What follows belongs to an exercise in optimizing a design on an open flow for small area and a short achievable clock period; a production flow would make more cautious choices.
No run shown here included a check of the RTL's function; only the layout flow was run.
Power is estimated from default activity; no workload was simulated.

==> design/flow/design.v <==
module fpadd_40_add #(parameter N = 26, parameter L = 5) (
  input  [N-1:0] p0, g0,
  input          ci,
  output [N-1:0] s
);
wire [N-1:0] g [0:L];
wire [N-1:0] p [0:L];
assign g[0] = g0 | {{(N-1){1'b0}}, p0[0] & ci};
assign p[0] = p0;
genvar l, i;
generate
  for (l = 0; l < L; l = l + 1) begin : lv
    for (i = 0; i < N; i = i + 1) begin : bt
      if ((i >> l) & 1) begin : mg
        localparam integer J = ((i >> l) << l) - 1;
        assign g[l+1][i] = g[l][i] | (p[l][i] & g[l][J]);
        assign p[l+1][i] = p[l][i] & p[l][J];
      end else begin : ps
        assign g[l+1][i] = g[l][i];
        assign p[l+1][i] = p[l][i];
      end
    end
  end
endgenerate
assign s = p0 ^ {g[L][N-2:0], ci};
endmodule
module fpadd_40(x_40,y_40,res_40,clk_40,rst_40);
input  [31:0] x_40, y_40;
output [31:0] res_40;
input  clk_40, rst_40;
wire [7:0] ex = x_40[30:23];
wire [7:0] ey = y_40[30:23];
wire [8:0] dxy = {1'b0, ex} - {1'b0, ey};
wire [7:0] dyx = ey - ex;
wire       ge  = ~dxy[8];                    
wire [4:0] cxy = (dxy[7:0] > 8'd24) ? 5'd31 : dxy[4:0];   
wire [4:0] cyx = (dyx > 8'd24) ? 5'd31 : dyx[4:0];
wire       swap = y_40[30:0] > x_40[30:0];   
wire       hx   = |x_40[30:0];
wire       hy   = |y_40[30:0];
reg [22:0] fx1, fy1;
reg        hb1, sw1, sx1, sy1, sub1;
reg [7:0]  ea1;
reg [4:0]  d1;
always @(posedge clk_40) begin
  fx1  <= x_40[22:0];
  fy1  <= y_40[22:0];
  hb1  <= hx & hy;                            
  sw1  <= swap;
  ea1  <= ge ? ex : ey;
  d1   <= ge ? cxy : cyx;
  sx1  <= x_40[31] & (hx | hy);               
  sy1  <= y_40[31];
  sub1 <= x_40[31] ^ y_40[31];
end
wire [22:0] fa = sw1 ? fy1 : fx1;
wire        sg1 = sw1 ? sy1 : sx1;
wire [23:0] sb = {hb1, sw1 ? fx1 : fy1};
wire [24:0] b0 = {sb[23:3], sb[2] & ~(d1 >= 5'd24), sb[1] & ~(d1 >= 5'd23),
                  sb[0] & ~(d1 >= 5'd22), 1'b0};
wire [24:0] b1 = d1[4] ? {16'd0, b0[24:16]} : b0;
wire [24:0] b2 = d1[3] ? { 8'd0, b1[24:8]}  : b1;
wire [24:0] b3 = d1[2] ? { 4'd0, b2[24:4]}  : b2;
wire [24:0] b4 = d1[1] ? { 2'd0, b3[24:2]}  : b3;
wire [24:0] b5 = d1[0] ? { 1'd0, b4[24:1]}  : b4;
wire sticky = ~&d1 & ((d1[4] & |b0[15:0]) | (d1[3] & |b1[7:0]) |
                      (d1[2] & |b2[3:0])  | (d1[1] & |b3[1:0]) |
                      (d1[0] & b4[0]));
wire [25:0] aw = {2'b01, fa, 1'b0};
wire [25:0] bw = {sub1, b5 ^ {25{sub1}}};
wire [25:0] pw = aw ^ bw;
wire [25:0] gw = aw & bw;
reg [25:0] p2;
reg [23:1] g2;            
reg [7:0]  ea2;
reg        ci2, sg2;
always @(posedge clk_40) begin
  p2 <= pw; g2 <= gw[23:1]; ea2 <= ea1 + 8'd1;
  ci2 <= sub1 & ~sticky; sg2 <= sg1;
end
wire [25:0] s;
fpadd_40_add #(26) add (
  .p0(p2),
  .g0({1'b0, ~p2[24], g2, 1'b0}),
  .ci(ci2),
  .s (s)
);
reg [25:0] s3;
reg [7:0]  e3;
reg        sg3;
always @(posedge clk_40) begin
  s3 <= s; e3 <= ea2; sg3 <= sg2;
end
wire [31:0] v = {s3, 6'd0};
wire [15:0] z1;  wire [15:0] c1;       
genvar g;
generate for (g = 0; g < 16; g = g + 1) begin : l1
  assign z1[g] = ~(v[2*g+1] | v[2*g]);
  assign c1[g] = ~v[2*g+1];
end endgenerate
wire [7:0] z2; wire [15:0] c2;         
generate for (g = 0; g < 8; g = g + 1) begin : l2
  assign z2[g] = z1[2*g+1] & z1[2*g];
  assign c2[2*g+1:2*g] = z1[2*g+1] ? {1'b1, c1[2*g]} : {1'b0, c1[2*g+1]};
end endgenerate
wire [3:0] z3; wire [11:0] c3;         
generate for (g = 0; g < 4; g = g + 1) begin : l3
  assign z3[g] = z2[2*g+1] & z2[2*g];
  assign c3[3*g+2:3*g] = z2[2*g+1] ? {1'b1, c2[4*g+1:4*g]} : {1'b0, c2[4*g+3:4*g+2]};
end endgenerate
wire [1:0] z4; wire [7:0] c4;          
generate for (g = 0; g < 2; g = g + 1) begin : l4
  assign z4[g] = z3[2*g+1] & z3[2*g];
  assign c4[4*g+3:4*g] = z3[2*g+1] ? {1'b1, c3[6*g+2:6*g]} : {1'b0, c3[6*g+5:6*g+3]};
end endgenerate
wire       nz = ~(z4[1] & z4[0]);
wire [4:0] lz = z4[1] ? {1'b1, c4[3:0]} : {1'b0, c4[7:4]};
wire [25:0] n1 = lz[4] ? {s3[9:0], 16'd0} : s3;
wire [25:0] n2 = lz[3] ? {n1[17:0], 8'd0} : n1;
wire [25:0] n3 = lz[2] ? {n2[21:0], 4'd0} : n2;
wire [25:0] n4 = lz[1] ? {n3[23:0], 2'd0} : n3;
wire [25:0] n5 = lz[0] ? {n4[24:0], 1'd0} : n4;
function [4:0] dec5;                         
  input [4:0] x;
  integer q;
  reg     bw;
  begin
    bw = 1'b1;
    for (q = 0; q < 5; q = q + 1) begin
      dec5[q] = x[q] ^ bw;
      bw = bw & ~x[q];
    end
  end
endfunction
function [3:0] sub3;                         
  input [2:0] x;
  input [2:0] k;
  integer q;
  reg     bw;
  begin
    bw = 1'b0;
    for (q = 0; q < 3; q = q + 1) begin
      sub3[q] = x[q] ^ k[q] ^ bw;
      bw = (~x[q] & k[q]) | (~(x[q] ^ k[q]) & bw);
    end
    sub3[3] = bw;
  end
endfunction
wire [4:0] eh  = e3[7:3];
wire [4:0] eh1 = dec5(eh);
wire [4:0] dh2 = dec5({1'b0, eh[4:1]});
wire [4:0] dh3 = dec5({1'b0, eh1[4:1]});
wire [4:0] dh4 = dec5({2'b0, eh[4:2]});
wire [4:0] eh2 = {dh2[3:0], eh[0]};
wire [4:0] eh3 = {dh3[3:0], eh1[0]};
wire [4:0] eh4 = {dh4[2:0], eh[1:0]};
reg  [4:0] hi0, hi1;                         
always @(*) begin
  case (lz[4:3])
    2'd0: begin hi0 = eh;  hi1 = eh1; end
    2'd1: begin hi0 = eh1; hi1 = eh2; end
    2'd2: begin hi0 = eh2; hi1 = eh3; end
    default: begin hi0 = eh3; hi1 = eh4; end
  endcase
end
wire [2:0] el = e3[2:0];
reg  [3:0] lo;
always @(*) begin
  case (lz[2:0])
    3'd0: lo = sub3(el, 3'd0);
    3'd1: lo = sub3(el, 3'd1);
    3'd2: lo = sub3(el, 3'd2);
    3'd3: lo = sub3(el, 3'd3);
    3'd4: lo = sub3(el, 3'd4);
    3'd5: lo = sub3(el, 3'd5);
    3'd6: lo = sub3(el, 3'd6);
    default: lo = sub3(el, 3'd7);
  endcase
end
wire [7:0] er = {lo[3] ? hi1 : hi0, lo[2:0]};
wire [31:0] r  = {sg3 & nz, nz ? er : 8'd0, n5[24:2]};
reg [31:0] r4;
always @(posedge clk_40) r4 <= r;
assign res_40 = r4;
endmodule
==> design/flow/flow/run.sh <==
#!/bin/bash
# Standard ORFS layout, with the port buffers made from buf_2 cells instead
# of the resizer's default pick. Each step's full log stays under orfs/logs/.
set -euo pipefail
bash standard.sh finish 'BUFFER_PORTS_ARGS=-buffer_cell sky130_fd_sc_hd__buf_2' > make_finish.log 2>&1
==> design/flow/standard.sh <==
#!/bin/bash
# synth_recipe.tcl (not shown) runs the flow's synth.tcl, then flattens the netlist and writes it again
# the make line also repeats each setting of config.mk as NAME=value (left out here)
make -C /OpenROAD-flow-scripts/flow DESIGN_CONFIG=/design/flow/config.mk WORK_HOME=/design/flow/orfs CLKGATE_MAP_FILE= SYNTH_SCRIPT=/design/flow/synth_recipe.tcl "${@:-finish}"
==> design/flow/config.mk <==
export PLATFORM = sky130hd
export DESIGN_NAME = fpadd_40
export DESIGN_NICKNAME = fpadd_40
export VERILOG_FILES = /design/flow/design.v
export SDC_FILE = /design/flow/constraint.sdc
export NUM_CORES = 4
export LEC_CHECK = 0
export ABC_AREA = 1
export CAP_MARGIN = 20
export CORE_MARGIN = 2
export CORE_UTILIZATION = 40
export CTS_BUF_LIST = sky130_fd_sc_hd__clkbuf_8
export CTS_CLUSTER_SIZE = 24
export SETUP_SLACK_MARGIN = 2.7
export SLEW_MARGIN = 20
==> design/flow/constraint.sdc <==
create_clock -name core_clock -period 5.0 [get_ports {clk_40}]
set_input_delay 1.0000 -clock core_clock [delete_from_list [all_inputs] [get_ports {clk_40}]]
set_output_delay 1.0000 -clock core_clock [all_outputs]
set_load 0.01 [all_outputs]
==> results.py, run 1 <==
metrics = {
    "outcome": {
        "status": "finished clean",
    },
    "logic_synthesis": {
        "avgSynthCellArea_um2": 6.961,
        "synth_edf_count": 0,
        "yosys_warnings": 2,
        "yosysSeqAreaShare": 0.3476,
        "synth.distinct_cells": 53,
        "syn_area_mm2": 0.01094,
        "syn-num-nets": 1721,
        "ys.flop_type": "dfxtp_1",
        "synth.ff_latch_count": 190,
        "synthArstFlopShare": 0,
        "synth_cells": 1572,
    },
    "layout": {
        "seq_area_mm2": 0.003847,
        "drive_gt1_frac": 0.2421,
        "num_antenna_cells": 0,
        "design_area_mm2": 0.01365,
        "n_fill_cell": 2665,
        "nets": 1867,
        "multi_input_area_mm2": 0.006989,
        "areaGrowthSynthToFinish_pct": 24.77,
    },
    "placed_design": {
        "post_dp_cell_area_mm2": 0.01168,
        "gp_congestion": 0.9236,
        "port_buffers": 96,
        "place_hpwl_um": 21850,
    },
    "clocking": {
        "cts.htree.levels": 4,
        "clock_path_buffers": 2,
        "root_buffer": "clkbuf_8",
        "cts_tree": "built",
        "clock_sinks": 190,
        "clkLatencyLatePin_ps": 480,
        "cts_made_buffers": 17,
        "clk_transition_reported_paths_ps": 100,
        "cts_hold_buf": 0,
    },
    "power_and_ir_drop": {
        "finalPower_uw": 6369,
        "p_int_uw": 3646,
        "power.switching_uw": 2723,
        "sw_frac_of_total": 0.4275,
        "cellLeakagePower_uw": 0.006639,
        "ir_worst_vdd_uv": 200.0,
        "clock_power_share": 0.157,
        "p_comb_frac": 0.489,
        "p_per_area_mw_per_mm2": 466.5,
        "p_seq_frac": 0.354,
    },
    "drt": {
        "routedLengthMet1_um": 13760,
        "routed.top_layer": "met4",
        "routed_wl_um": 30430,
        "vias": 10452,
        "drt_first_iter_violations": 508,
        "ant_nets": 0,
        "wire_per_inst_um": 14.69,
        "wl_met3_um": 1246,
        "wl_met2_um": 14760,
        "drt_first_pass_iters": 5,
        "drt-vias-per-instance": 5.044,
        "drc": 0,
    },
    "sta": {
        "max-slew-margin-rel": 0.5207,
        "fmax_mhz": 419.5,
        "fin_hold_ws_ps": 335.2,
        "rsz0062_at_grt": "true",
        "setup_viol": 0,
        "post-route-period-util": 0.4768,
        "finalMaxSlewViolations": 0,
        "tns_ps": 0,
        "min_period_ps": 2384,
        "finClkSkew_ps": 24.14,
        "tightestPinTransition_ps": 711.5,
        "finalHoldViolations": 0,
    },
    "global_routing": {
        "grt_pass1_wl_um": 46000,
        "grt_max_degree": 37,
        "antenna_found_initial": 0,
        "grtUsageTotal": 0.1999,
        "grt.overflow.total": 0,
        "grt_pass1_vias": 9352,
    },
    "critical_path": {
        "crit_path_start_kind": "register",
        "reg2reg_to": "r4[28]$_SDFF_PP0_",
        "r2r-start": "s3[23]$_DFF_P_",
        "crit_arrival_ps": 2760,
        "crit_path_cell_trace": "nor2_4 -> nand2_2 -> inv_2 -> nand2_4 -> nor2_8 -> nand2_4 -> nand2_4 -> buf_12 -> clkinvlp_4 -> buf_6 -> nand3_1 -> nand2_2 -> a21oi_2 -> ha_4 -> inv_2 -> nand2_4 -> nand3_4 -> o21ai_2 -> nor2_1",
        "max_stage_delay_ps": 360,
        "cp_slowest_cell": "dfxtp_4",
        "rr_worst_depth": 19,
        "reg2reg_slack_ps": 2620,
        "worstSetupPathType": "register to register",
        "crit_required_ps": 5370,
        "cp-end-kind": "register",
        "worst_path_most_repeated_cell": "nand2_4",
        "worstPathMaxFanout": 5,
    },
    "run": {
        "maxCapViolCount": 0,
    },
    "worst_hold_path": {
        "min_from": "ea2[1]$_DFF_P_",
        "min_path_type": "register to register",
        "worstHoldEndpoint": "e3[1]$_DFF_P_",
        "min_path_cells": 0,
    },
    "die": {
        "ios": 98,
        "die_x_um": 169.4,
        "die_area_mm2": 0.02870,
        "initial_core_util": 0.4072,
        "die_y_um": 169.4,
        "rows": 60,
        "core_area_mm2": 0.02688,
    },
}
flip-flops by register name, indices dropped and copies added (netlist names), 5 cells and up:
name,count
d1,5
fx1,23
p2,26
s3,26
ea2,8
e3,8
ea1,8
g2,23
fy1,23
r4,32
cell type report:
type / instances / area share
clock buffer: 17 / 0.01714
clock inverter: 15 / 0.01091
inverter: 165 / 0.05013
multi-input combinational: 1158 / 0.5119
sequential: 190 / 0.2818
tap: 341 / 0.03125
timing repair buffer: 173 / 0.08999
timing repair inverter: 13 / 0.006873
cells in the final DEF, fill, tap and decap left out, types with 20 or more instances in the layout:
| cell | netlist | routed |
|---|---|---|
| a21oi_1 | 55 | 45 |
| buf_2 | 26 | 93 |
| buf_4 | 8 | 61 |
| dfxtp_1 | 190 | 173 |
| ha_1 | 81 | 70 |
| inv_1 | 158 | 137 |
| nand2_1 | 472 | 438 |
| nand2_2 | 5 | 30 |
| nand3_1 | 124 | 111 |
| nor2_1 | 93 | 75 |
| o21ai_0 | 114 | 76 |
| o21ai_1 | 16 | 27 |
| o21ai_2 | 1 | 20 |
| xor2_1 | 32 | 30 |
cell usage after synthesis, types with 8 or more instances:
master / instances / area share
buf_2: 26 / 0.012
o21ai_0: 114 / 0.052
nand4_1: 16 / 0.0091
dfxtp_1: 190 / 0.35
nor4_1: 16 / 0.0091
xnor2_1: 14 / 0.011
o21ai_1: 16 / 0.0073
inv_1: 158 / 0.054
a21oi_1: 55 / 0.025
nand2_1: 472 / 0.16
nor3_1: 13 / 0.0059
nor2_1: 93 / 0.032
buf_4: 8 / 0.0055
ha_1: 81 / 0.093
o211ai_1: 19 / 0.013
xor2_1: 32 / 0.026
clkbuf_1: 15 / 0.0051
nand3_1: 124 / 0.057
buf_1: 11 / 0.0038
o22ai_1: 12 / 0.0069
power groups by stage:
stage	Combinational, uW	Sequential (uW)	Clock [uW]
finish	3110	2250	1000
global route	3480	2300	1090
CTS	2730	2230	1020
detailed placement	2440	2250	0
global placement	2430	2250	0
floorplan	1820	2220	0
critical path: cells and delay by family (launching register included):
kind	cells	cell delay [ps]
simple gates	11	970
buf+inv	5	490
flops	1	360
compound gates	2	300
fa+ha+maj	1	150
per-layer routing:
| metal | global-route usage | up-vias |
|---|---|---|
| li1 | - | 5435 |
| met1 | 0.2560 | 4705 |
| met2 | 0.3455 | 271 |
| met3 | 0.02915 | 41 |
| met4 | 0.06615 | 0 |
| met5 | 0 | - |
logic make-up after synthesis:
family,Yosys count,share of synthesized area
DFF,190,0.3476
AOI/OAI and AO/OA,248,0.1274
adders and majority gates,83,0.09627
buffers and inverters,227,0.08518
and+or+nand+nor,772,0.3013
xor gates and xnor gates,46,0.03682
muxes,6,0.005488
timing repair:
action                                  CTS  global route
pin swaps                                19            79
setup buffers                            22            47
gates cloned                              7            12
endpoints found under the setup margin   85            68
gates resized for setup                  90           185
hold endpoints to repair                  0             0
stage by stage:
stage,std cells,util,worst slack [ps]
after floorplan,1572,-,2530
after global placement,1952,0.4347,1768
after detailed placement,1952,0.4347,1724
after CTS,2013,0.4685,2597
after global routing,2072,0.5080,2454
final,2072,0.5080,2616
worst max-delay path by stage:
stage / cells after the start / from / slack, ps / endpoint
2_1_floorplan: 11 / x_40[23] / 2530 / d1[2]$_DFF_P_
3_3_place_gp: 20 / s3[13]$_DFF_P_ / 1770 / r4[28]$_SDFF_PP0_
3_5_place_dp: 20 / s3[13]$_DFF_P_ / 1720 / r4[30]$_SDFF_PP0_
4_1_cts: 20 / s3[15]$_DFF_P_ / 2600 / r4[30]$_SDFF_PP0_
5_1_grt: 20 / s3[9]$_DFF_P_ / 2450 / r4[30]$_SDFF_PP0_
6_report: 19 / s3[23]$_DFF_P_ / 2620 / r4[28]$_SDFF_PP0_
==> inputs of run 2 (changes only) <==
==> design/flow/flow/run.sh (replaced) <==
#!/bin/bash
# Standard ORFS layout with two changes: synthesis leaves adders to ABC
# (ADDER_MAP_FILE empty, so no half/full-adder cells are extracted; the
# synthesis script itself is the standard flow's, unchanged), and the port buffers are
# buf_2 cells. Full make output in make_finish.log, each step's log under
# orfs/logs/.
set -euo pipefail
bash standard.sh finish 'ADDER_MAP_FILE=' 'BUFFER_PORTS_ARGS=-buffer_cell sky130_fd_sc_hd__buf_2' > make_finish.log 2>&1
--- a/design/flow/config.mk
+++ b/design/flow/config.mk
@@ -11,5 +11,5 @@
 export CORE_UTILIZATION = 40
 export CTS_BUF_LIST = sky130_fd_sc_hd__clkbuf_8
 export CTS_CLUSTER_SIZE = 24
-export SETUP_SLACK_MARGIN = 2.7
+export SETUP_SLACK_MARGIN = 2.8
 export SLEW_MARGIN = 20
==> results.py, run 2 <==
metrics = {
    "outcome": {
        "status": "finished clean",
    },
    "die": {
        "die_x_um": 167.3,
        "ios": 98,
        "core_area_mm2": 0.02613,
        "die_area_mm2": 0.02799,
        "rows": 59,
        "initial_core_util": 0.4082,
        "die_y_um": 167.3,
    },
    "logic_synthesis": {
        "synthArstFlopShare": 0,
        "synthTopCellsByArea": "dfxtp_1, nand2_1, inv_1",
        "syn-num-nets": 1688,
        "yosys.area.top_type_share": 0.3566,
        "syn_area_mm2": 0.01067,
        "synth.ff_latch_count": 190,
        "synth_cells": 1622,
        "yosysTopAreaCell": "dfxtp_1",
        "synth_edf_count": 0,
        "yosys_warnings": 2,
        "synth.distinct_cells": 56,
        "avgSynthCellArea_um2": 6.577,
        "yosysMostFrequentCell": "nand2_1",
        "synth_common_cells": "nand2_1, dfxtp_1, inv_1, nor2_1, o21ai_0",
        "yosysSeqAreaShare": 0.3566,
        "ys.flop_type": "dfxtp_1",
    },
    "sta": {
        "max-slew-margin-rel": 0.4594,
        "fmax_mhz": 442.8,
        "finalHoldViolations": 0,
        "postLayoutSetupSlackWorst_ps": 2742,
        "min_period_ps": 2258,
        "finalMaxSlewViolations": 0,
        "post-route-period-util": 0.4516,
        "rsz0062_at_grt": "true",
        "tightestPinTransition_ps": 810.0,
        "tns_ps": 0,
        "setup_viol": 0,
        "finClkSkew_ps": 20.25,
    },
    "critical_path": {
        "reg2reg_slack_ps": 2850,
        "crit_arrival_ps": 2600,
        "crit_path_start_kind": "input pin",
        "worstPathMaxFanout": 4,
        "cp_slowest_cell": "xor2_2",
        "crit_path_cell_trace": "buf_4 -> inv_6 -> nand2_4 -> nand2_4 -> nor2_4 -> inv_2 -> nand2_2 -> nand2_1 -> nand2_2 -> xor2_2 -> nor3_2 -> nor2_2 -> nand3_2 -> nor2_1 -> o21ai_1",
        "r2r-start": "sw1$_DFF_P_",
        "cp_num_buf_inv": 3,
        "worstSetupPathType": "input pin to register",
        "max_stage_delay_ps": 180,
        "crit_required_ps": 5340,
        "rr_worst_depth": 14,
        "cp-end-kind": "register",
        "reg2reg_to": "p2[14]$_DFF_P_",
        "crit_family": "simple AND/OR/NAND/NOR gates",
    },
    "layout": {
        "nets": 1848,
        "areaGrowthSynthToFinish_pct": 27.23,
        "largest_reg_flops": 32,
        "final_cells": 2130,
        "largest_register": "r4",
        "final_cell_mix": "nand2_1, dfxtp_1, inv_1, nor2_1, buf_2",
        "drive_gt1_frac": 0.2396,
        "num_antenna_cells": 0,
        "largestRegisters": "r4: 32 flops, p2: 26 flops, s3: 26 flops",
        "final_common_cell": "nand2_1",
    },
    "worst_hold_path": {
        "min_path_type": "register to register",
        "min_from": "sg2$_DFF_P_",
        "worstHoldEndpoint": "sg3$_DFF_P_",
        "min_path_cells": 0,
    },
    "clocking": {
        "cts_tree": "built",
        "clk_transition_reported_paths_ps": 90,
        "clkLatencyLatePin_ps": 470,
        "clock_sinks": 190,
        "root_buffer": "clkbuf_8",
        "cts_hold_buf": 0,
        "clock_path_buffers": 2,
        "cts.htree.levels": 4,
        "cts_made_buffers": 17,
    },
    "placed_design": {
        "place_ws_ps": 1996,
        "dp.cells": 2003,
        "place_hpwl_um": 21870,
        "gp_congestion": 0.8940,
        "port_buffers": 96,
    },
    "global_routing": {
        "grt_pass1_vias": 9634,
        "grt.overflow.total": 0,
        "grt_max_degree": 37,
        "grtUsageTotal": 0.2070,
        "grt_pass1_wl_um": 46840,
        "antenna_found_initial": 0,
    },
    "power_and_ir_drop": {
        "p_int_uw": 3594,
        "p_per_area_mw_per_mm2": 464.6,
        "p_comb_frac": 0.488,
        "sw_frac_of_total": 0.4301,
        "p_seq_frac": 0.358,
        "ir_worst_vdd_uv": 164.4,
        "cellLeakagePower_uw": 0.006497,
        "power.switching_uw": 2713,
        "clock_power_share": 0.154,
    },
    "run": {
        "maxCapViolCount": 0,
    },
    "drt": {
        "drt-vias-per-instance": 4.988,
        "drc": 0,
        "routed_wl_um": 30610,
        "drt_first_iter_violations": 616,
        "drt_first_pass_iters": 16,
        "wire_per_inst_um": 14.37,
        "vias": 10624,
        "ant_nets": 0,
    },
}
## run 2: cell families after synthesis
logic type / count (synthesis) / synth area share
flops: 190 / 0.3566
xor+xnor: 71 / 0.05829
mux: 13 / 0.01232
simple gates: 798 / 0.3200
compound gates: 309 / 0.1620
buf+inv: 241 / 0.09090
## run 2: worst max-delay path by stage
stage	from	to	slack, ps	depth (start not counted)
2_1_floorplan	y_40[25]	d1[1]$_DFF_P_	2670	14
3_3_place_gp	sw1$_DFF_P_	p2[3]$_DFF_P_	2000	14
3_5_place_dp	sw1$_DFF_P_	p2[3]$_DFF_P_	2000	14
4_1_cts	sw1$_DFF_P_	p2[3]$_DFF_P_	2790	15
5_1_grt	sw1$_DFF_P_	p2[13]$_DFF_P_	2660	14
6_report	x_40[24]	d1[0]$_DFF_P_	2740	15
## run 2: what timing repair did
item	4_1_cts	5_1_grt
endpoints found under the hold margin	0	0
gates resized for setup	65	196
pin swaps	16	78
buffers inserted	23	57
setup endpoints to repair	86	92
cloned	7	8
## run 2: power by group through the flow
stage / Combinational [uW] / Clock (uW) / Sequential (uW)
finish: 3080 / 971 / 2260
global route: 3440 / 1060 / 2310
CTS: 2670 / 996 / 2230
detailed placement: 2460 / 0 / 2270
global placement: 2450 / 0 / 2260
floorplan: 1850 / 0 / 2240
## run 2: through the flow
step	hold slack, ps	total power, uW	area (um^2)	utilization
CTS	334.9	5898	12420	0.4754
finish	331.4	6307	13570	0.5194
global route	335.5	6810	13570	0.5194
global placement	310.2	4710	11500	0.4399
detailed placement	312.1	4736	11500	0.4399
floorplan	309.6	4094	10830	-
## run 2: final cells by class
| class | count | area [um^2] |
|---|---|---|
| clock buffer | 18 | 247.7 |
| clock inverter | 14 | 130.1 |
| fill | 2588 | 12560 |
| inverter | 185 | 783.3 |
| multi-input combinational | 1197 | 6688 |
| sequential | 190 | 3835 |
| tap | 335 | 419.2 |
| timing repair buffer | 186 | 1429 |
| timing repair inverter | 5 | 41.29 |
## run 2: worst register-to-register path: cells and delay by family (launching register included)
family / cells / cell delay (ps)
compound gates: 4 / 480
xor+xnor: 1 / 240
buf+inv: 3 / 410
flops: 1 / 420
simple gates: 6 / 500
## run 2: routing by layer
metal / GRT usage / routed length (um) / vias to the layer above
met1: 0.2602 / 13440 / 4739
li1: - / - / 5564
met4: 0.05633 / 629 / 0
met5: 0 / 0 / -
met3: 0.02765 / 1392 / 49
met2: 0.3718 / 15150 / 272
==> inputs of run 3 (changes only) <==
==> design/flow/design.v (replaced) <==
module fpadd_40(x_40,y_40,res_40,clk_40,rst_40);
input  [31:0] x_40, y_40;
output [31:0] res_40;
input  clk_40, rst_40;
wire [7:0] ex = x_40[30:23];
wire [7:0] ey = y_40[30:23];
wire [8:0] dxy = {1'b0, ex} - {1'b0, ey};
wire [8:0] dyx = {1'b0, ey} - {1'b0, ex};
wire       swap = y_40[30:0] > x_40[30:0];    
wire [7:0] d    = swap ? dyx[7:0] : dxy[7:0];
wire [4:0] d5   = (d > 8'd24) ? 5'd31 : d[4:0];    
wire       hx   = |x_40[30:0];
wire       hy   = |y_40[30:0];
wire [23:0] sgx = {hx, x_40[22:0]};
wire [23:0] sgy = {hy, y_40[22:0]};
reg [23:0] sa1, sb1;      
reg [7:0]  ea1;
reg [4:0]  d1;
reg        sg1, sub1;
always @(posedge clk_40) begin
  sa1  <= swap ? sgy : sgx;
  sb1  <= swap ? sgx : sgy;
  ea1  <= swap ? ey : ex;
  d1   <= d5;
  sg1  <= swap ? y_40[31] : x_40[31];
  sub1 <= x_40[31] ^ y_40[31];
end
wire [24:0] bsh = {sb1, 1'b0} >> d1;
reg [23:0] smask;
integer k;
always @(*) begin
  for (k = 0; k < 24; k = k + 1)
    smask[k] = (d1 >= k + 2) && (d1 <= k + 21) && (d1 <= 24);
end
wire sticky = |(sb1 & smask);
reg [23:0] sa2;
reg [24:0] bsh2;
reg [7:0]  ea2;
reg        st2, sg2, sub2;
always @(posedge clk_40) begin
  sa2 <= sa1; bsh2 <= bsh; ea2 <= ea1 + 8'd1;
  st2 <= sticky; sg2 <= sg1; sub2 <= sub1;
end
wire [25:0] s = {1'b0, sa2, 1'b0} + ({1'b0, bsh2} ^ {26{sub2}}) + {25'd0, sub2 & ~st2};
reg [25:0] s3;
reg [7:0]  e3;
reg        sg3;
always @(posedge clk_40) begin
  s3 <= s; e3 <= ea2; sg3 <= sg2;
end
reg [4:0] lz;
integer j;
always @(*) begin
  lz = 5'd26;
  for (j = 0; j < 26; j = j + 1)
    if (s3[j]) lz = 25 - j;
end
wire [25:0] n  = s3 << lz;
wire [7:0]  er = e3 - {3'b0, lz};
wire [31:0] r  = n[25] ? {sg3, er, n[24:2]} : 32'd0;
reg [31:0] r4;
always @(posedge clk_40) r4 <= r;
assign res_40 = r4;
endmodule
==> design/flow/run.sh (new file) <==
#!/bin/bash
# synth_recipe.tcl (not shown) runs the flow's synth.tcl, then flattens the netlist and writes it again
# the make line also repeats each setting of config.mk as NAME=value (left out here)
make -C /OpenROAD-flow-scripts/flow DESIGN_CONFIG=/design/flow/config.mk WORK_HOME=/design/flow/orfs CLKGATE_MAP_FILE= SYNTH_SCRIPT=/design/flow/synth_recipe.tcl finish
==> design/flow/config.mk (replaced) <==
export PLATFORM = sky130hd
export DESIGN_NAME = fpadd_40
export DESIGN_NICKNAME = fpadd_40
export VERILOG_FILES = /design/flow/design.v
export SDC_FILE = /design/flow/constraint.sdc
export NUM_CORES = 4
export LEC_CHECK = 0
export CAP_MARGIN = 20
export CORE_MARGIN = 2
export CORE_UTILIZATION = 40
export SLEW_MARGIN = 20
removed: design/flow/flow/run.sh
removed: design/flow/standard.sh
==> results.py, run 3 <==
metrics = {
    "layout": {
        "n_fill_cell": 2520,
        "design_area_mm2": 0.01250,
        "num_antenna_cells": 0,
        "drive_gt1_frac": 0.08243,
        "areaGrowthSynthToFinish_pct": 17.51,
        "largestRegisters": "r4: 32 flops, s3: 26 flops, bsh2: 25 flops",
        "largest_reg_flops": 32,
        "fin_util": 0.4796,
        "largest_register": "r4",
        "final_common_cell": "dfxtp_1",
        "final_cell_mix": "dfxtp_1, clkdlybuf4s50_1, nand2_1, o21ai_0, nor2_1",
        "nets": 1412,
        "final_cells": 1621,
    },
    "placed_design": {
        "post_dp_cell_area_mm2": 0.01190,
        "dp.cells": 1589,
        "port_buffers": 96,
        "place_hpwl_um": 21000,
        "gp_congestion": 0.9028,
    },
    "clocking": {
        "root_buffer": "clkbuf_16",
        "cts_made_buffers": 17,
        "clk_transition_reported_paths_ps": 70,
        "cts.htree.levels": 4,
        "post_cts_buffers": 0,
        "clock_sinks": 190,
        "cts_hold_buf": 0,
        "clock_path_buffers": 2,
        "clkLatencyLatePin_ps": 430,
        "ctsResizeCount": 0,
        "cts_tree": "built",
    },
    "logic_synthesis": {
        "yosys_warnings": 1,
        "synth_mux_area_frac": 0.1105,
        "yosysSeqAreaShare": 0.3576,
        "ys.flop_type": "dfxtp_1",
        "syn-num-nets": 1336,
        "yosys.area_share.adder": 0.08871,
        "yosys.area_share.simple": 0.1499,
        "synth_common_cells": "dfxtp_1, nand2_1, o21ai_0, nor2_1, a21oi_1",
        "synth_xor_area_frac": 0.04941,
        "yosysMostFrequentCell": "dfxtp_1",
        "syn_area_mm2": 0.01064,
        "yosys.area.top_type_share": 0.3576,
        "synth_top_family_by_area": "compound AO/OA/AOI/OAI gates",
        "synth_cells": 1197,
        "yosysTopAreaCell": "dfxtp_1",
        "synth_edf_count": 0,
        "synthArstFlopShare": 0,
        "synth.ff_latch_count": 190,
        "avgSynthCellArea_um2": 8.885,
        "synthTopCellsByArea": "dfxtp_1, ha_1, mux2i_1",
        "synth_compound_area_frac": 0.2004,
        "synth.distinct_cells": 73,
    },
    "critical_path": {
        "worstSetupPathType": "input pin to register",
        "max_stage_delay_ps": 520,
        "crit_path_cell_trace": "clkdlybuf4s50_1 -> inv_1 -> ha_1 -> nand4_2 -> nor4_4 -> nand4_4 -> nor3b_1 -> a22oi_4 -> nand2_2 -> buf_12 -> o21ai_0",
        "crit_arrival_ps": 4490,
        "reg2reg_slack_ps": 1440,
        "worstPathMaxFanout": 73,
        "cp_num_buf_inv": 3,
        "crit_required_ps": 5270,
        "cp-end-kind": "register",
        "crit_path_start_kind": "input pin",
        "cp_slowest_cell": "clkdlybuf4s50_1",
        "crit_family": "simple AND/OR/NAND/NOR gates",
    },
    "global_routing": {
        "grt_pass1_wl_um": 42870,
        "grt_max_degree": 74,
        "grt_pass1_vias": 8207,
        "grt.overflow.total": 0,
        "antenna_found_initial": 0,
        "grtUsageTotal": 0.1909,
    },
    "die": {
        "die_y_um": 167.1,
        "die_x_um": 167.1,
        "die_area_mm2": 0.02791,
        "rows": 59,
        "ios": 98,
        "initial_core_util": 0.4081,
        "core_area_mm2": 0.02606,
    },
    "drt": {
        "wire_per_inst_um": 16.39,
        "drc": 0,
        "ant_nets": 0,
        "drt_first_pass_iters": 5,
        "routed_wl_um": 26570,
        "drt-vias-per-instance": 5.444,
        "vias": 8824,
        "drt_first_iter_violations": 641,
    },
    "sta": {
        "min_period_ps": 4214,
        "setup_viol": 0,
        "finalMaxSlewViolations": 0,
        "tightestPinTransition_ps": 793.4,
        "max-slew-margin-rel": 0.4711,
        "rsz0062_at_grt": "false",
        "post-route-period-util": 0.8427,
        "tns_ps": 0,
        "fmax_mhz": 237.3,
        "finalHoldViolations": 0,
        "finClkSkew_ps": 9.120,
    },
    "power_and_ir_drop": {
        "ir_worst_vdd_uv": 280.5,
        "p_per_area_mw_per_mm2": 471.5,
        "sw_frac_of_total": 0.3815,
        "finalPower_uw": 5892,
        "clock_power_share": 0.225,
        "p_comb_frac": 0.408,
        "cellLeakagePower_uw": 0.005437,
        "power.switching_uw": 2248,
        "p_int_uw": 3644,
        "p_seq_frac": 0.366,
    },
    "worst_hold_path": {
        "min_path_type": "register to register",
    },
    "outcome": {
        "status": "finished clean",
    },
    "run": {
        "maxCapViolCount": 0,
    },
}
run 3: final timing paths:
kind	end	cells past startpoint	from
worst max-delay path	sa1[5]$_DFF_P_	11	x_40[28]
worst min-delay path	sa2[19]$_DFF_P_	0	sa1[19]$_DFF_P_
worst max register to register	r4[29]$_SDFF_PN0_	15	s3[0]$_DFF_P_
worst min register to register	sa2[19]$_DFF_P_	0	sa1[19]$_DFF_P_
run 3: cell type report:
class	count	area, um^2	area share
Multi-Input combinational cell	892	6369	0.5096
Sequential cell	190	3804	0.3044
Timing Repair Buffer	109	1071	0.08570
Clock buffer	17	425.4	0.03404
Tap cell	335	419.2	0.03354
Inverter	63	241.5	0.01932
Clock inverter	15	167.7	0.01342
run 3: routing by layer:
layer	wire length, um	global-route usage
met5	0	0
met4	811	0.07834
met3	1288	0.03042
met2	12460	0.3129
met1	12020	0.2504
run 3: cell families (layout without fill, tap and decap cells):
group | Yosys count | count (layout)
AO/OA/AOI/OAI | 330 | 330
XOR/XNOR | 60 | 60
adder cells (fa/ha/maj) | 73 | 73
buffers and inverters | 115 | 204
flip-flops | 190 | 190
multiplexers | 104 | 104
AND/OR/NAND/NOR | 325 | 325
run 3: stage by stage:
stage                     worst slack [ps]  hold WS [ps]
after floorplan                       1581         309.6
after global placement               379.5         309.8
after detailed placement             365.6         312.1
after CTS                            809.2         329.1
after global routing                 574.3         333.6
final                                786.5         328.3
run 3: power groups by stage:
stage,Sequential (uW),Combinational (uW),Clock [uW]
4_1_cts,2160,2410,1360
3_3_place_gp,2190,2380,0
6_report,2160,2410,1330
2_1_floorplan,2160,1630,0
3_5_place_dp,2200,2400,0
5_1_grt,2210,2680,1430
==> inputs of run 4 (changes only) <==
--- a/design/flow/config.mk
+++ b/design/flow/config.mk
@@ -5,7 +5,9 @@
 export SDC_FILE = /design/flow/constraint.sdc
 export NUM_CORES = 4
 export LEC_CHECK = 0
+export ABC_CLOCK_PERIOD_IN_PS = 2000
 export CAP_MARGIN = 20
 export CORE_MARGIN = 2
 export CORE_UTILIZATION = 40
+export SETUP_SLACK_MARGIN = 2.9
 export SLEW_MARGIN = 20
==> results.py, run 4 <==
metrics = {
    "critical_path": {
        "worstPathMaxFanout": 5,
        "reg2reg_slack_ps": 2230,
        "crit_required_ps": 5300,
        "r2r-start": "sub2$_DFF_P_",
        "cp-end-kind": "register",
        "worstSetupPathType": "input pin to register",
        "crit_path_start_kind": "input pin",
        "reg2reg_to": "s3[25]$_DFF_P_",
        "startpoint": "x_40[5]",
        "critical_path.endpoint": "d1[1]$_SDFF_PN1_",
        "crit_arrival_ps": 3340,
        "rr_worst_depth": 11,
    },
    "sta": {
        "finalHoldViolations": 0,
        "min_period_ps": 3046,
        "rsz0062_at_grt": "true",
        "finalMaxSlewViolations": 0,
        "setup_viol": 0,
        "tns_ps": 0,
        "finClkSkew_ps": 16.10,
        "fmax_mhz": 328.3,
        "fin_hold_ws_ps": 322.5,
        "post-route-period-util": 0.6091,
        "tightestPinTransition_ps": 722.0,
        "max-slew-margin-rel": 0.5180,
    },
    "drt": {
        "drt_first_iter_violations": 766,
        "ant_nets": 0,
        "vias": 9966,
        "drc": 0,
        "routed_wl_um": 33710,
        "drt_first_pass_iters": 9,
        "wire_per_inst_um": 19.28,
        "drt-vias-per-instance": 5.701,
    },
    "layout": {
        "final_common_cell": "dfxtp_1",
        "largest_reg_flops": 32,
        "fin_util": 0.5940,
        "areaGrowthSynthToFinish_pct": 45.55,
        "drive_gt1_frac": 0.3892,
        "num_antenna_cells": 0,
        "largestRegisters": "r4: 32 flops, s3: 26 flops, bsh2: 25 flops",
        "nets": 1539,
        "largest_register": "r4",
        "final_cell_mix": "dfxtp_1, buf_4, nand2_1, nor2_1, a21oi_1",
    },
    "global_routing": {
        "grt_max_degree": 44,
        "antenna_found_initial": 1,
        "grt_pass1_vias": 9462,
        "grtUsageTotal": 0.2251,
        "grt.overflow.total": 0,
        "grt_pass1_wl_um": 50260,
    },
    "clocking": {
        "clock_sinks": 190,
        "clkLatencyLatePin_ps": 440,
        "cts.htree.levels": 4,
        "clock_path_buffers": 2,
        "root_buffer": "clkbuf_16",
        "cts_made_buffers": 17,
        "clk_transition_reported_paths_ps": 70,
        "cts_tree": "built",
    },
    "logic_synthesis": {
        "synth_edf_count": 0,
        "yosysSeqAreaShare": 0.3576,
        "yosysMostFrequentCell": "dfxtp_1",
        "yosys_warnings": 1,
        "synth.distinct_cells": 73,
        "yosysTopAreaCell": "dfxtp_1",
        "synth_common_cells": "dfxtp_1, nand2_1, o21ai_0, nor2_1, a21oi_1",
        "avgSynthCellArea_um2": 8.885,
        "synthTopCellsByArea": "dfxtp_1, ha_1, mux2i_1",
        "synthArstFlopShare": 0,
        "synth.ff_latch_count": 190,
        "syn_area_mm2": 0.01064,
        "yosys.area.top_type_share": 0.3576,
        "syn-num-nets": 1336,
        "synth_cells": 1197,
        "ys.flop_type": "dfxtp_1",
    },
    "outcome": {
        "status": "finished clean",
    },
    "power_and_ir_drop": {
        "sw_frac_of_total": 0.3993,
        "p_per_area_mw_per_mm2": 495.8,
        "p_comb_frac": 0.524,
        "clock_power_share": 0.178,
        "p_int_uw": 4610,
        "power.switching_uw": 3064,
        "ir_worst_vdd_uv": 340.3,
        "cellLeakagePower_uw": 0.006479,
        "p_seq_frac": 0.297,
    },
    "die": {
        "rows": 59,
        "die_area_mm2": 0.02791,
        "die_x_um": 167.1,
        "core_area_mm2": 0.02606,
        "initial_core_util": 0.4081,
        "ios": 98,
        "die_y_um": 167.1,
    },
    "placed_design": {
        "gp_congestion": 0.9009,
        "port_buffers": 96,
        "place_hpwl_um": 21740,
    },
    "worst_hold_path": {
        "min_path_type": "register to register",
    },
    "run": {
        "maxCapViolCount": 0,
    },
}
[run 4: area by class of cell]
class,instances,area (um^2)
Clock inverter,14,166.4
Inverter,63,306.5
Multi-Input combinational cell,892,7988
Tap cell,335,419.2
Clock buffer,18,429.2
Sequential cell,190,3866
Timing Repair inverter,3,38.79
Fill cell,2153,10580
Timing Repair Buffer,233,2266
[run 4: power by group through the flow]
| stage | clock network, uW | logic, uW | registers [uW] |
|---|---|---|---|
| 2_1_floorplan | 0 | 1870 | 2200 |
| 3_3_place_gp | 0 | 2620 | 2230 |
| 3_5_place_dp | 0 | 2630 | 2230 |
| 6_report | 1370 | 4020 | 2280 |
| 5_1_grt | 1460 | 4260 | 2330 |
| 4_1_cts | 1390 | 3410 | 2240 |
[run 4: worst min-delay path by stage]
stage / start / to / slack (ps) / cells after the start
final: sa1[16]$_DFF_P_ / sa2[16]$_DFF_P_ / 320 / 0
after global routing: sa1[19]$_DFF_P_ / sa2[19]$_DFF_P_ / 330 / 0
after CTS: sa1[16]$_DFF_P_ / sa2[16]$_DFF_P_ / 320 / 0
after detailed placement: ea2[5]$_DFF_P_ / e3[5]$_DFF_P_ / 310 / 0
after global placement: sg2$_DFF_P_ / sg3$_DFF_P_ / 310 / 0
after floorplan: ea2[0]$_DFF_P_ / e3[0]$_DFF_P_ / 310 / 0
[run 4: per-layer routing]
layer | GRT usage | routed length, um | vias up | part of all wire
met5 | 0 | 0 | - | 0
met4 | 0.08021 | 1196 | 0 | 0.035
met3 | 0.03517 | 1877 | 86 | 0.056
met2 | 0.3940 | 16690 | 399 | 0.50
met1 | 0.2801 | 13950 | 4736 | 0.41
li1 | - | - | 4745 | -
[run 4: cell families after synthesis]
kind of cell | Yosys count | share of synthesized area
DFF | 190 | 0.3576
AOI/OAI and AO/OA | 330 | 0.2004
and+or+nand+nor | 325 | 0.1499
muxes | 104 | 0.1105
buffers and inverters | 115 | 0.04353
adders and majority gates | 73 | 0.08871
xor gates and xnor gates | 60 | 0.04941
[run 4: stage by stage]
step	power [uW]	setup slack, ps	instance area, um^2	cells
after global placement	4847	606.7	12270	1591
after CTS	7043	2045	14710	1720
after detailed placement	4864	537.4	12270	1591
final	7675	1954	15480	1748
after floorplan	4068	1646	11080	1197
after global routing	8039	1882	15480	1748
[run 4: worst max-delay path: stages]
cell and delay [ps]:
clkdlybuf4s15_1 240, inv_1 110, ha_1 310, nand4_1 120
nor2_2 190, nand4_4 150, nor3b_4 210, a22oi_4 180
nand2_4 100, buf_6 130, o211a_1 230, nor3_4 260
nand3_1 110
[run 4: what timing repair did]
item / in CTS / in global routing
buffers inserted: 85 / 28
resized for setup: 563 / 137
hold buffers: 0 / 0
gates cloned: 12 / 0
pin swaps: 101 / 60
setup endpoints to repair: 162 / 124
==> inputs of run 5 (changes only) <==
==> design/flow/design.v (replaced) <==
module fpadd_40(x_40,y_40,res_40,clk_40,rst_40);
input  [31:0] x_40, y_40;
output [31:0] res_40;
input  clk_40, rst_40;
reg [31:0] x1, y1;
always @(posedge clk_40) begin
  x1 <= x_40;
  y1 <= y_40;
end
wire [7:0] ex = x1[30:23];
wire [7:0] ey = y1[30:23];
wire [8:0] dxy = {1'b0, ex} - {1'b0, ey};
wire [8:0] dyx = {1'b0, ey} - {1'b0, ex};
wire       ge  = ~dxy[8];                  
wire [7:0] d   = ge ? dxy[7:0] : dyx[7:0];
wire       far = (d > 8'd24);
wire       hx  = |x1[30:0];
wire       hy  = |y1[30:0];
wire [23:0] sgx = {hx, x1[22:0]};
wire [23:0] sgy = {hy, y1[22:0]};
wire [23:0] sl  = ge ? sgx : sgy;          
wire [23:0] ss  = ge ? sgy : sgx;          
wire [7:0]  el  = ge ? ex : ey;
wire [24:0] shv = {ss, 1'b0} >> d[4:0];
wire [24:0] bsh = far ? 25'd0 : shv;
reg [23:0] smask;
integer k;
always @(*) begin
  for (k = 0; k < 24; k = k + 1)
    smask[k] = ({3'b0, d[4:0]} >= k + 2) && ({3'b0, d[4:0]} <= k + 21);
end
wire sticky = ~far & |(ss & smask);
wire rev  = (ex == ey) & (y1[22:0] > x1[22:0]);
wire swap = ~ge | rev;                     
wire sa   = swap ? y1[31] : x1[31];
wire esub = x1[31] ^ y1[31];
reg [23:0] sl2;
reg [24:0] bsh2;
reg [7:0]  el2;
reg        st2, sa2, esub2, rev2;
always @(posedge clk_40) begin
  sl2 <= sl; bsh2 <= bsh; el2 <= el;
  st2 <= sticky; sa2 <= sa; esub2 <= esub; rev2 <= rev;
end
wire [25:0] lw  = {1'b0, sl2, 1'b0};
wire [25:0] bw  = {1'b0, bsh2} ^ {26{esub2}};
wire        cin = esub2 & ~st2 & ~rev2;
wire [25:0] t   = lw + bw + {25'd0, cin};
wire [25:0] s   = t ^ {26{esub2 & rev2}};
reg [25:0] s3;
reg [7:0]  e3;
reg        sa3;
always @(posedge clk_40) begin
  s3 <= s; e3 <= el2 + 8'd1; sa3 <= sa2;
end
reg [25:0] n;
reg [4:0]  lz;
always @(*) begin
  n = s3; lz = 5'd0;
  if (n[25:10] == 16'd0) begin lz[4] = 1'b1; n = {n[9:0], 16'd0}; end
  if (n[25:18] == 8'd0)  begin lz[3] = 1'b1; n = {n[17:0], 8'd0}; end
  if (n[25:22] == 4'd0)  begin lz[2] = 1'b1; n = {n[21:0], 4'd0}; end
  if (n[25:24] == 2'd0)  begin lz[1] = 1'b1; n = {n[23:0], 2'd0}; end
  if (n[25] == 1'b0)     begin lz[0] = 1'b1; n = {n[24:0], 1'b0}; end
end
wire        nz = n[25];
wire [7:0]  er = e3 - {3'b0, lz};
wire [31:0] r  = nz ? {sa3, er, n[24:2]} : 32'd0;
reg [31:0] r4;
always @(posedge clk_40) r4 <= r;
assign res_40 = r4;
endmodule
==> design/flow/config.mk (replaced) <==
export PLATFORM = sky130hd
export DESIGN_NAME = fpadd_40
export DESIGN_NICKNAME = fpadd_40
export VERILOG_FILES = /design/flow/design.v
export SDC_FILE = /design/flow/constraint.sdc
export NUM_CORES = 4
export LEC_CHECK = 0
export CAP_MARGIN = 20
export CORE_MARGIN = 2
export CORE_UTILIZATION = 40
export SLEW_MARGIN = 20
==> results.py, run 5 <==
metrics = {
    "clocking": {
        "clock_sinks": 192,
        "clkLatencyLatePin_ps": 440,
        "ctsResizeCount": 0,
        "cts_made_buffers": 17,
        "clock_path_buffers": 2,
        "clk_transition_reported_paths_ps": 70,
        "root_buffer": "clkbuf_16",
        "cts_tree": "built",
        "post_cts_buffers": 0,
        "cts_hold_buf": 0,
        "cts.htree.levels": 4,
    },
    "die": {
        "rows": 60,
        "die_x_um": 169.1,
        "ios": 98,
        "die_area_mm2": 0.02860,
        "die_y_um": 169.1,
        "initial_core_util": 0.4058,
        "core_area_mm2": 0.02688,
    },
    "layout": {
        "nets": 1464,
        "final_cell_mix": "dfxtp_1, nand2_1, a21oi_1, clkdlybuf4s50_1, nor2_1",
        "num_antenna_cells": 0,
        "largestRegisters": "r4: 32 flops, x1: 32 flops, y1: 32 flops",
        "final_common_cell": "dfxtp_1",
        "design_area_mm2": 0.01278,
        "final_cells": 1680,
        "n_fill_cell": 2626,
        "drive_gt1_frac": 0.07244,
        "areaGrowthSynthToFinish_pct": 17.20,
    },
    "sta": {
        "rsz0062_at_grt": "false",
        "setup_viol": 0,
        "tns_ps": 0,
        "finClkSkew_ps": 16.74,
        "max-slew-margin-rel": 0.2891,
        "post-route-period-util": 0.8285,
        "finalHoldViolations": 0,
        "finalMaxSlewViolations": 0,
        "fmax_mhz": 241.4,
        "min_period_ps": 4142,
        "tightestPinTransition_ps": 1066,
        "postLayoutSetupSlackWorst_ps": 857.5,
    },
    "critical_path": {
        "cp-end-kind": "register",
        "crit_family": "compound AO/OA/AOI/OAI gates",
        "cp_slowest_cell": "a221oi_2",
        "max_stage_delay_ps": 430,
        "crit_arrival_ps": 4490,
        "crit_path_cell_trace": "inv_1 -> ha_1 -> a211o_1 -> a21o_2 -> nor2_8 -> buf_4 -> mux2i_1 -> o221a_1 -> and4_1 -> o21ai_1 -> a221oi_2 -> nand2_1 -> nor3_1",
        "crit_path_start_kind": "register",
        "worstPathMaxFanout": 28,
        "crit_required_ps": 5340,
        "worstSetupPathType": "register to register",
        "cp_num_buf_inv": 2,
    },
    "logic_synthesis": {
        "synth_mux_area_frac": 0.08134,
        "synth.distinct_cells": 87,
        "yosys.area_share.simple": 0.1548,
        "yosysMostFrequentCell": "dfxtp_1",
        "yosysTopAreaCell": "dfxtp_1",
        "synth_compound_area_frac": 0.1953,
        "avgSynthCellArea_um2": 8.717,
        "yosysSeqAreaShare": 0.3525,
        "synth_common_cells": "dfxtp_1, nand2_1, a21oi_1, nor2_1, ha_1",
        "synth_cells": 1251,
        "synthArstFlopShare": 0,
        "ys.flop_type": "dfxtp_1",
        "synth_xor_area_frac": 0.08043,
        "yosys.area.top_type_share": 0.3525,
        "yosys_warnings": 1,
        "syn_area_mm2": 0.01091,
        "yosys.area_share.adder": 0.08846,
        "synthTopCellsByArea": "dfxtp_1, ha_1, mux2i_1",
        "synth_top_family_by_area": "compound AO/OA/AOI/OAI gates",
        "synth.ff_latch_count": 192,
        "syn-num-nets": 1389,
        "synth_edf_count": 0,
    },
    "power_and_ir_drop": {
        "finalPower_uw": 6348,
        "cellLeakagePower_uw": 0.005371,
        "p_per_area_mw_per_mm2": 496.7,
        "ir_worst_vdd_uv": 248.0,
    },
    "placed_design": {
        "place_ws_ps": 881.6,
        "dp.cells": 1648,
        "post_dp_cell_area_mm2": 0.01219,
        "port_buffers": 96,
        "place_hpwl_um": 23630,
        "gp_congestion": 0.9489,
    },
    "global_routing": {
        "grtUsageTotal": 0.2105,
        "antenna_found_initial": 0,
        "grt_pass1_wl_um": 47280,
        "grt_pass1_vias": 8737,
        "grt.overflow.total": 0,
        "grt_max_degree": 40,
    },
    "drt": {
        "routed_wl_um": 30070,
        "ant_nets": 0,
        "drc": 0,
        "drt_first_pass_iters": 5,
        "drt-vias-per-instance": 5.467,
        "vias": 9184,
        "drt_first_iter_violations": 687,
        "wire_per_inst_um": 17.90,
    },
    "worst_hold_path": {
        "min_path_type": "register to register",
    },
    "run": {
        "maxCapViolCount": 0,
    },
    "outcome": {
        "status": "finished clean",
    },
}
==> run 5: changes by cell type after synthesis, sizes merged, moves of 13 or more <==
cell,before,now
mux2,34,5
nor3,24,37
a211oi,23,7
nor2b,31,10
nand2,96,134
a21oi,74,109
o21ai,93,75
xnor2,25,50
==> run 5: power breakdown <==
group | switching [uW] | internal (uW) | leakage [uW]
sequential | 286 | 1880 | 0.00161
clock | 664 | 718 | 0.000291
combinational | 1560 | 1240 | 0.00347
total | 2510 | 3830 | 0.00537
==> run 5: worst paths after layout <==
check	startpoint	to	slack [ps]	cells after the start
setup / recovery	x1[28]$_DFF_P_	bsh2[24]$_SDFF_PP0_	860	13
hold / removal	sa2$_DFF_P_	sa3$_DFF_P_	340	0
setup reg to reg	x1[28]$_DFF_P_	bsh2[24]$_SDFF_PP0_	860	13
hold reg to reg	sa2$_DFF_P_	sa3$_DFF_P_	340	0
==> run 5: cell families after synthesis <==
kind of cell,count (synthesis)
AOI/OAI and AO/OA,328
xor gates and xnor gates,95
adders and majority gates,76
buffers and inverters,123
DFF,192
muxes,78
and+or+nand+nor,359
==> run 5: worst reg2reg max path: cells and delay by family (launching register included) <==
family | cells | cell delay (ps)
flip-flops | 1 | 370
buffers and inverters | 2 | 380
multiplexers | 1 | 280
AO/OA/AOI/OAI | 5 | 1540
AND/OR/NAND/NOR | 4 | 1110
adder cells (fa/ha/maj) | 1 | 390
==> run 5: area by class of cell <==
type / count / area (um^2) / area share
clock buffers: 18 / 429.2 / 0.03358
flip-flops and latches: 192 / 3844 / 0.3007
repair buffers: 117 / 1119 / 0.08752
well taps: 341 / 426.7 / 0.03338
multi-input cells: 936 / 6561 / 0.5134
inverters: 62 / 235.2 / 0.01840
clock inverters: 14 / 166.4 / 0.01302
==> run 5: per-layer routing <==
layer | routed length (um) | track usage
met1 | 13480 | 0.2695
met2 | 14460 | 0.3653
met3 | 1307 | 0.02619
met4 | 822 | 0.07469
met5 | 0 | 0
==> run 5: per-stage QoR <==
step,hold slack [ps],util
after floorplan,309.6,-
after global placement,314.5,0.4534
after detailed placement,330.2,0.4534
after CTS,348.0,0.4756
after global routing,348.5,0.4756
final,338.8,0.4756

-- port drivers added, routing unchanged --
Ports are ideal in the flow. The routed layouts listed here were re-timed in OpenROAD. Step 1 assumes that a clkbuf_16 drives the clock port and a buf_2 every other input. Step 2 adds t to the input delays and takes it off the output delays; t is the mean of the earliest and latest rising clock arrival at the registers after step 1. Input paths then give back, and output paths get back, about the clock's delay inside the block. a / b / c = no drivers / after step 1 / after step 2; a / b = the first two.
| run | t, ns | slack for setup (ns) | slew at the worst register clock pin (ns) | cell pins on the clock port's net |
|---|---|---|---|---|
| run 1 | 0.512 | 2.616 / 2.616 / 2.206 | 0.12 / 0.12 | 1 |
| run 2 | 0.500 | 2.742 / 2.750 / 2.250 | 0.10 / 0.10 | 1 |
| run 3 | 0.478 | 0.786 / 0.813 / 0.335 | 0.08 / 0.08 | 1 |
| run 4 | 0.476 | 1.954 / 1.971 / 1.495 | 0.08 / 0.08 | 1 |
| run 5 | 0.476 | 0.858 / 0.858 / 0.858 | 0.08 / 0.08 | 1 |
After both steps every run listed still meets setup and hold. For run 2, which loses most, drivers alone change the setup slack by +0.008 ns; drivers and shift together by -0.492 ns.
